This is an optimization exercise on Yosys and OpenROAD, whose aim is small area, a short achievable clock period and few clock cycles per item, not a production implementation.
In this exercise RTL edits were held to simulation tests only and were not proved equivalent to the original.

==> exp/amber <==
Design sha256d_miner, start of the top module:
module sha256d_miner (
	input             clk,
	input             rst,
	input             run,
	input             wr_blk,
	input             wr_tgt,
	input             wr_nonce,
	input      [31:0] wdata,
	output reg        found,
	output reg [31:0] found_nonce
);
localparam [31:0] IV0 = 32'h6a09e667, IV1 = 32'hbb67ae85, IV2 = 32'h3c6ef372, IV3 = 32'ha54ff53a,
                  IV4 = 32'h510e527f, IV5 = 32'h9b05688c, IV6 = 32'h1f83d9ab, IV7 = 32'h5be0cd19;
localparam [31:0] CA = 32'hb97e58b5, CE = 32'h9cbf5a55;
wire [31:0] wd = {wdata[7:0], wdata[15:8], wdata[23:16], wdata[31:24]};
reg [255:0] mid;           
reg [31:0]  mrk, tim, bts;
always @(posedge clk)
	if (wr_blk) begin
		mid <= {mid[223:0], mrk};
		mrk <= tim;
		tim <= bts;
		bts <= wd;
	end
reg [255:0] q;
always @(posedge clk)
	if (wr_tgt | run)
		q <= {q[223:0], run ? q[255:224] : wd};
reg [5:0]  cyc;
reg [1:0]  vcnt;
reg [31:0] nonce;
reg [31:0] k1, k2;         
wire [5:0] cn = (rst | ~run) ? 6'd47 : cyc + 6'd1;
(* keep *) reg st1h;
(* keep *) reg st1w;
reg st1, i_mrk, i_tim, i_bts, i_non, i_80, i_280, ins1_en;
reg ins2_en, i2_80, i2_100, h2_63, h2_0, cmp_first, cmp_last, n_inc;
reg [7:0] csel;
always @(posedge clk) begin
	cyc <= cn;
	st1 <= cn == 6'd63;
	st1h <= cn == 6'd63;
	st1w <= cn == 6'd63;
	i_mrk <= cn == 6'd47;
	i_tim <= cn == 6'd48;
	i_bts <= cn == 6'd49;
	i_non <= cn == 6'd50;
	i_80 <= cn == 6'd51;
	i_280 <= cn == 6'd62;
	ins1_en <= (cn >= 6'd47) && (cn <= 6'd62);
	ins2_en <= cn <= 6'd7;
	i2_80 <= cn == 6'd0;
	i2_100 <= cn == 6'd7;
	h2_63 <= cn == 6'd8;
	h2_0 <= cn == 6'd9;
	cmp_first <= cn == 6'd6;
	cmp_last <= cn == 6'd9;
	n_inc <= cn == 6'd50;
  ...
==> flow/config.mk <==
export PLATFORM = sky130hd
export DESIGN_NAME = sha256d_miner
export DESIGN_NICKNAME = sha256d_miner
export VERILOG_FILES = /design/flow/design.v
export SDC_FILE = /design/flow/constraint.sdc
export NUM_CORES = 4
export LEC_CHECK = 0
export CAP_MARGIN = 20
export CORE_MARGIN = 2
export CORE_UTILIZATION = 65
export PLACE_DENSITY_LB_ADDON = 0.1
export SETUP_SLACK_MARGIN = 5
export SLEW_MARGIN = 20
==> flow/constraint.sdc <==
create_clock -name core_clock -period 12.0 [get_ports {clk}]
set_input_delay 2.4000 -clock core_clock [delete_from_list [all_inputs] [get_ports {clk}]]
set_output_delay 2.4000 -clock core_clock [all_outputs]
set_load 0.01 [all_outputs]
run.sh (not shown) runs the stock make flow with config.mk's settings and CLKGATE_MAP_FILE= SYNTH_SCRIPT=/design/flow/synth_recipe.tcl, a recipe that flattens the netlist after the stock synthesis.
==> inputs of exp/xenon, as changes to exp/amber <==
--- a/flow/design.v
+++ b/flow/design.v
@@ -28,22 +28,18 @@
 		q <= {q[223:0], run ? q[255:224] : wd};
 reg [5:0]  cyc;
 reg [1:0]  vcnt;
 reg [31:0] nonce;
 reg [31:0] k1, k2;         
 wire [5:0] cn = (rst | ~run) ? 6'd47 : cyc + 6'd1;
-(* keep *) reg st1h;
-(* keep *) reg st1w;
 reg st1, i_mrk, i_tim, i_bts, i_non, i_80, i_280, ins1_en;
 reg ins2_en, i2_80, i2_100, h2_63, h2_0, cmp_first, cmp_last, n_inc;
 reg [7:0] csel;
 always @(posedge clk) begin
 	cyc <= cn;
 	st1 <= cn == 6'd63;
-	st1h <= cn == 6'd63;
-	st1w <= cn == 6'd63;
 	i_mrk <= cn == 6'd47;
 	i_tim <= cn == 6'd48;
 	i_bts <= cn == 6'd49;
 	i_non <= cn == 6'd50;
 	i_80 <= cn == 6'd51;
 	i_280 <= cn == 6'd62;
@@ -63,90 +59,75 @@
 		vcnt <= 2'd0;
 	else if (cmp_last && vcnt != 2'd2)
 		vcnt <= vcnt + 2'd1;
 	if (wr_nonce)
 		nonce <= wd;
 	else if (run && n_inc)
-		nonce <= nonce + 32'd2;
+		nonce <= nonce + 32'd1;
 end
-wire [31:0] ins1c = ({32{i_mrk}} & mrk) | ({32{i_tim}} & tim) | ({32{i_bts}} & bts) |
-                    {i_80, 21'h0, i_280, 1'b0, i_280, 7'h0};
+wire [31:0] ins1 = ({32{i_mrk}} & mrk) | ({32{i_tim}} & tim) | ({32{i_bts}} & bts) |
+                   ({32{i_non}} & nonce) | {i_80, 21'h0, i_280, 1'b0, i_280, 7'h0};
+wire [31:0] a1, b1, c1, e1, f1, g1, an1, en1;
+sha_core #(.ENG(1)) u1 (
+	.clk(clk),
+	.k(k1),
+	.hsrc_ovr(st1), .hsrc_v(mid[255:224]), .dsrc_v(mid[127:96]),
+	.ld(st1), .ld_a(mid[31:0]), .ld_b(mid[63:32]), .ld_c(mid[95:64]),
+	.ld_e(mid[159:128]), .ld_f(mid[191:160]), .ld_g(mid[223:192]),
+	.ld_hkw(1'b0),
+	.ins_en(ins1_en), .ins_v(ins1),
+	.wl(1'b0), .wl_v(256'h0), .corr(32'h0),
+	.a(a1), .b(b1), .c(c1), .e(e1), .f(f1), .g(g1), .an(an1), .en(en1)
+);
 wire [31:0] ins2 = {i2_80, 22'h0, i2_100, 8'h0};
 reg [31:0] corr;
 integer j;
 always @(*) begin
 	corr = 32'h0;
 	for (j = 0; j < 8; j = j + 1)
 		corr = corr | ({32{csel[j]}} & mid[32*j +: 32]);
 end
+wire [31:0] a2, b2, c2, e2, f2, g2, an2, en2;
+sha_core #(.ENG(2)) u2 (
+	.clk(clk),
+	.k(k2),
+	.hsrc_ovr(h2_63 | h2_0), .hsrc_v(h2_63 ? CA : IV6), .dsrc_v(h2_63 ? CE : IV2),
+	.ld(h2_0), .ld_a(32'h0), .ld_b(IV0), .ld_c(IV1), .ld_e(32'h0), .ld_f(IV4), .ld_g(IV5),
+	.ld_hkw(1'b1),
+	.ins_en(ins2_en), .ins_v(ins2),
+	.wl(st1), .wl_v({g1, f1, e1, en1, c1, b1, a1, an1}), .corr(corr),
+	.a(a2), .b(b2), .c(c2), .e(e2), .f(f2), .g(g2), .an(an2), .en(en2)
+);
 reg [31:0] ivh, ivl;
 always @(*)
 	case (cyc[1:0])
 	2'd2: begin ivh = IV7; ivl = IV3; end    
 	2'd3: begin ivh = IV6; ivl = IV2; end    
 	2'd0: begin ivh = IV5; ivl = IV1; end    
 	default: begin ivh = IV4; ivl = IV0; end  
 	endcase
+wire [31:0] xh = add_bk(e2, ivh);
+wire [31:0] xl = add_bk(a2, ivl);
 wire [31:0] th = q[223:192];
 wire [31:0] tl = q[95:64];
-wire [1:0] wins;
-wire [31:0] a1_0, b1_0, c1_0, e1_0, f1_0, g1_0, an1_0, en1_0;
-sha_core #(.ENG(1)) u1_0 (
-	.clk(clk),
-	.k(k1),
-	.hsrc_ovr(st1h), .hsrc_v(mid[255:224]), .dsrc_v(mid[127:96]),
-	.ld(st1), .ld_a(mid[31:0]), .ld_b(mid[63:32]), .ld_c(mid[95:64]),
-	.ld_e(mid[159:128]), .ld_f(mid[191:160]), .ld_g(mid[223:192]),
-	.ld_hkw(1'b0),
-	.ins_en(ins1_en), .ins_v(ins1c | ({32{i_non}} & nonce)),
-	.wl(1'b0), .wl_v(256'h0), .corr(32'h0),
-	.a(a1_0), .b(b1_0), .c(c1_0), .e(e1_0), .f(f1_0), .g(g1_0), .an(an1_0), .en(en1_0)
-);
-wire [31:0] a2_0, b2_0, c2_0, e2_0, f2_0, g2_0, an2_0, en2_0;
-sha_core #(.ENG(2)) u2_0 (
-	.clk(clk),
-	.k(k2),
-	.hsrc_ovr(h2_63 | h2_0), .hsrc_v(h2_63 ? CA : IV6), .dsrc_v(h2_63 ? CE : IV2),
-	.ld(h2_0), .ld_a(32'h0), .ld_b(IV0), .ld_c(IV1), .ld_e(32'h0), .ld_f(IV4), .ld_g(IV5),
-	.ld_hkw(1'b1),
-	.ins_en(ins2_en), .ins_v(ins2),
-	.wl(st1w), .wl_v({g1_0, f1_0, e1_0, en1_0, c1_0, b1_0, a1_0, an1_0}), .corr(corr),
-	.a(a2_0), .b(b2_0), .c(c2_0), .e(e2_0), .f(f2_0), .g(g2_0), .an(an2_0), .en(en2_0)
-);
-cmp_unit cu_0 (.clk(clk), .first(cmp_first), .xe(e2_0), .xa(a2_0), .ivh(ivh), .ivl(ivl),
-	.th(th), .tl(tl), .win(wins[0]));
-wire [31:0] a1_1, b1_1, c1_1, e1_1, f1_1, g1_1, an1_1, en1_1;
-sha_core #(.ENG(1)) u1_1 (
-	.clk(clk),
-	.k(k1),
-	.hsrc_ovr(st1h), .hsrc_v(mid[255:224]), .dsrc_v(mid[127:96]),
-	.ld(st1), .ld_a(mid[31:0]), .ld_b(mid[63:32]), .ld_c(mid[95:64]),
-	.ld_e(mid[159:128]), .ld_f(mid[191:160]), .ld_g(mid[223:192]),
-	.ld_hkw(1'b0),
-	.ins_en(ins1_en), .ins_v(ins1c | ({32{i_non}} & (nonce + 32'd1))),
-	.wl(1'b0), .wl_v(256'h0), .corr(32'h0),
-	.a(a1_1), .b(b1_1), .c(c1_1), .e(e1_1), .f(f1_1), .g(g1_1), .an(an1_1), .en(en1_1)
-);
-wire [31:0] a2_1, b2_1, c2_1, e2_1, f2_1, g2_1, an2_1, en2_1;
-sha_core #(.ENG(2)) u2_1 (
-	.clk(clk),
-	.k(k2),
-	.hsrc_ovr(h2_63 | h2_0), .hsrc_v(h2_63 ? CA : IV6), .dsrc_v(h2_63 ? CE : IV2),
-	.ld(h2_0), .ld_a(32'h0), .ld_b(IV0), .ld_c(IV1), .ld_e(32'h0), .ld_f(IV4), .ld_g(IV5),
-	.ld_hkw(1'b1),
-	.ins_en(ins2_en), .ins_v(ins2),
-	.wl(st1w), .wl_v({g1_1, f1_1, e1_1, en1_1, c1_1, b1_1, a1_1, an1_1}), .corr(corr),
-	.a(a2_1), .b(b2_1), .c(c2_1), .e(e2_1), .f(f2_1), .g(g2_1), .an(an2_1), .en(en2_1)
-);
-cmp_unit cu_1 (.clk(clk), .first(cmp_first), .xe(e2_1), .xa(a2_1), .ivh(ivh), .ivl(ivl),
-	.th(th), .tl(tl), .win(wins[1]));
-reg [0:0] pend;
+wire lt_h = lt_tree(xh, th), eq_h = xh == th;
+wire lt_l = lt_tree(xl, tl), eq_l = xl == tl;
+reg  acc_lth, acc_eqh, acc_ltl, acc_eql;
+wire first = cmp_first;
+wire nlt_h = first ? lt_h : (acc_lth | (acc_eqh & lt_h));
+wire neq_h = (first | acc_eqh) & eq_h;
+wire nlt_l = first ? lt_l : (acc_ltl | (acc_eql & lt_l));
+wire neq_l = (first | acc_eql) & eq_l;
+wire win = nlt_h | (neq_h & (nlt_l | neq_l));
 always @(posedge clk) begin
-	pend <= cmp_last ? (wins[1:1] & {1{vcnt == 2'd2}}) : (pend >> 1);
-	found <= run & ~rst & (cmp_last ? ((vcnt == 2'd2) & wins[0]) : pend[0]);
-	found_nonce <= nonce + {26'h0, cyc} - 32'd15;
+	acc_lth <= nlt_h;
+	acc_eqh <= neq_h;
+	acc_ltl <= nlt_l;
+	acc_eql <= neq_l;
+	found <= run & ~rst & cmp_last & (vcnt == 2'd2) & win;
+	found_nonce <= nonce - 32'd3;
 end
 function [31:0] add_bk(input [31:0] x, input [31:0] y);
 	reg [31:0] G, P;
 	integer l, i;
 	begin
 		G = x & y;
@@ -196,68 +177,12 @@
 	6'd52: kfun = 32'h391c0cb3; 6'd53: kfun = 32'h4ed8aa4a; 6'd54: kfun = 32'h5b9cca4f; 6'd55: kfun = 32'h682e6ff3;
 	6'd56: kfun = 32'h748f82ee; 6'd57: kfun = 32'h78a5636f; 6'd58: kfun = 32'h84c87814; 6'd59: kfun = 32'h8cc70208;
 	6'd60: kfun = 32'h90befffa; 6'd61: kfun = 32'ha4506ceb; 6'd62: kfun = 32'hbef9a3f7; default: kfun = 32'hc67178f2;
 	endcase
 endfunction
 endmodule
-module cmp_unit (
-	input         clk,
-	input         first,
-	input  [31:0] xe, xa, ivh, ivl, th, tl,
-	output        win
-);
-wire [31:0] xh = xe + ivh;
-wire [31:0] xl = xa + ivl;
-wire lt_h = lt_tree(xh, th), eq_h = xh == th;
-wire lt_l = lt_tree(xl, tl), eq_l = xl == tl;
-reg  acc_lth, acc_eqh, acc_ltl, acc_eql;
-wire nlt_h = first ? lt_h : (acc_lth | (acc_eqh & lt_h));
-wire neq_h = (first | acc_eqh) & eq_h;
-wire nlt_l = first ? lt_l : (acc_ltl | (acc_eql & lt_l));
-wire neq_l = (first | acc_eql) & eq_l;
-assign win = nlt_h | (neq_h & (nlt_l | neq_l));
-always @(posedge clk) begin
-	acc_lth <= nlt_h;
-	acc_eqh <= neq_h;
-	acc_ltl <= nlt_l;
-	acc_eql <= neq_l;
-end
-function [31:0] add_bk(input [31:0] x, input [31:0] y);
-	reg [31:0] G, P;
-	integer l, i;
-	begin
-		G = x & y;
-		P = x ^ y;
-		for (l = 0; l < 5; l = l + 1)
-			for (i = (2 << l) - 1; i < 32; i = i + (2 << l)) begin
-				G[i] = G[i] | (P[i] & G[i - (1 << l)]);
-				P[i] = P[i] & P[i - (1 << l)];
-			end
-		for (l = 3; l >= 0; l = l - 1)
-			for (i = (3 << l) - 1; i < 32; i = i + (2 << l)) begin
-				G[i] = G[i] | (P[i] & G[i - (1 << l)]);
-				P[i] = P[i] & P[i - (1 << l)];
-			end
-		add_bk = (x ^ y) ^ {G[30:0], 1'b0};
-	end
-endfunction
-function lt_tree(input [31:0] x, input [31:0] t);
-	reg [31:0] G, P;
-	integer l, i;
-	begin
-		G = t & ~x;
-		P = t | ~x;
-		for (l = 0; l < 5; l = l + 1)
-			for (i = (2 << l) - 1; i < 32; i = i + (2 << l)) begin
-				G[i] = G[i] | (P[i] & G[i - (1 << l)]);
-				P[i] = P[i] & P[i - (1 << l)];
-			end
-		lt_tree = G[31];
-	end
-endfunction
-endmodule
 module sha_core #(parameter ENG = 1) (
 	input             clk,
 	input      [31:0] k,          
 	input             hsrc_ovr,   
 	input      [31:0] hsrc_v,
 	input      [31:0] dsrc_v,
@@ -331,24 +256,24 @@
 wire [31:0] w0 = w[31:0];
 wire [31:0] ph = hs ^ k ^ w0;
 wire [31:0] qh = ((hs & k) | (hs & w0) | (k & w0)) << 1;
 wire [31:0] pd = ds ^ ph ^ qh;
 wire [31:0] qd = ((ds & ph) | (ds & qh) | (ph & qh)) << 1;
 always @(posedge clk) begin
-	hkw <= ph + qh;
-	dhkw <= pd + qd;
+	hkw <= add_bk(ph, qh);
+	dhkw <= add_bk(pd, qd);
 end
 wire [31:0] w1 = w[63:32], w9 = w[319:288], w14 = w[479:448];
 wire [31:0] g0 = rotr(w1, 7) ^ rotr(w1, 18) ^ (w1 >> 3);
 wire [31:0] g1 = rotr(w14, 17) ^ rotr(w14, 19) ^ (w14 >> 10);
 wire [31:0] m1 = g1 ^ w9 ^ g0;
 wire [31:0] n1 = ((g1 & w9) | (g1 & g0) | (w9 & g0)) << 1;
 wire [31:0] m2 = m1 ^ n1 ^ w0;
 wire [31:0] n2 = ((m1 & n1) | (m1 & w0) | (n1 & w0)) << 1;
-wire [31:0] wnew = ins_en ? ins_v : (m2 + n2);
-wire [31:0] w2c = (ENG == 2) ? (w[95:64] + corr) : w[95:64];
+wire [31:0] wnew = ins_en ? ins_v : add_bk(m2, n2);
+wire [31:0] w2c = (ENG == 2) ? add_bk(w[95:64], corr) : w[95:64];
 always @(posedge clk) begin
 	w[31:0] <= w[63:32];
 	w[63:32] <= w2c;
 	w[255:64] <= w[287:96];
 	if (wl)
 		w[511:256] <= wl_v;
==> flow/config.mk (replaced) <==
export PLATFORM = sky130hd
export DESIGN_NAME = sha256d_miner
export DESIGN_NICKNAME = sha256d_miner
export VERILOG_FILES = /design/flow/design.v
export SDC_FILE = /design/flow/constraint.sdc
export NUM_CORES = 4
export LEC_CHECK = 0
export CAP_MARGIN = 20
export CORE_MARGIN = 2
export CORE_UTILIZATION = 40
export SLEW_MARGIN = 20
==> run summary <==
exp/amber finished with timing, DRC and antenna clean. exp/xenon completed with no timing, DRC or antenna violations.
Between exp/amber and exp/xenon, the lower via count is in exp/xenon (gap about 100%, measured against exp/xenon).
Hold slack: exp/amber is better than exp/xenon (31 ps).
In exp/xenon the setup slack is lower than in exp/amber, by 920 ps.
Design area: exp/xenon is smaller than exp/amber (about 40%).
Of exp/xenon and exp/amber, exp/amber has the higher first-iteration DRC count (gap 68%, measured against exp/amber).
Against exp/amber, the area after synthesis of exp/xenon is lower by 43%.
Testbench counts of exp/amber, summed over its fixed seeds: cycles 60,820, items 1,790.
Testbench counts of exp/xenon, summed over its fixed seeds: cycles 117,704, items 1,790.

==> port drivers added, routing unchanged <==
No port has a modelled driver above. Below, the same layouts with a new extraction and two added sets of constraints.
Step 1 (the two cells are an assumption about what drives the block):
set clk [get_ports {clk}]
set_driving_cell -lib_cell sky130_fd_sc_hd__clkbuf_16 $clk
set_driving_cell -lib_cell sky130_fd_sc_hd__buf_2 [delete_from_list [all_inputs] $clk]
Step 2 times the ports against the registers' clock, not the clock port: input delays grow and output delays shrink by t, the midpoint of the rising clock arrivals with the driver on.
Three values: ideal, step 1, step 2; two values: the first two.
| run | t (ns) | slack for setup (ns) | worst setup path after step 2 | latest minus earliest clock arrival (ns) |
|---|---|---|---|---|
| exp/amber | 1.100 | 5.226 / 5.226 / 4.342 | input to register | 0.148 / 0.148 |
| exp/xenon | 0.992 | 4.302 / 4.302 / 4.153 | input to register | 0.111 / 0.111 |
After both steps every run listed still meets setup and hold. The setup slack of exp/amber, which loses most, moves by 0.000 ns with the drivers and by -0.884 ns with both steps.
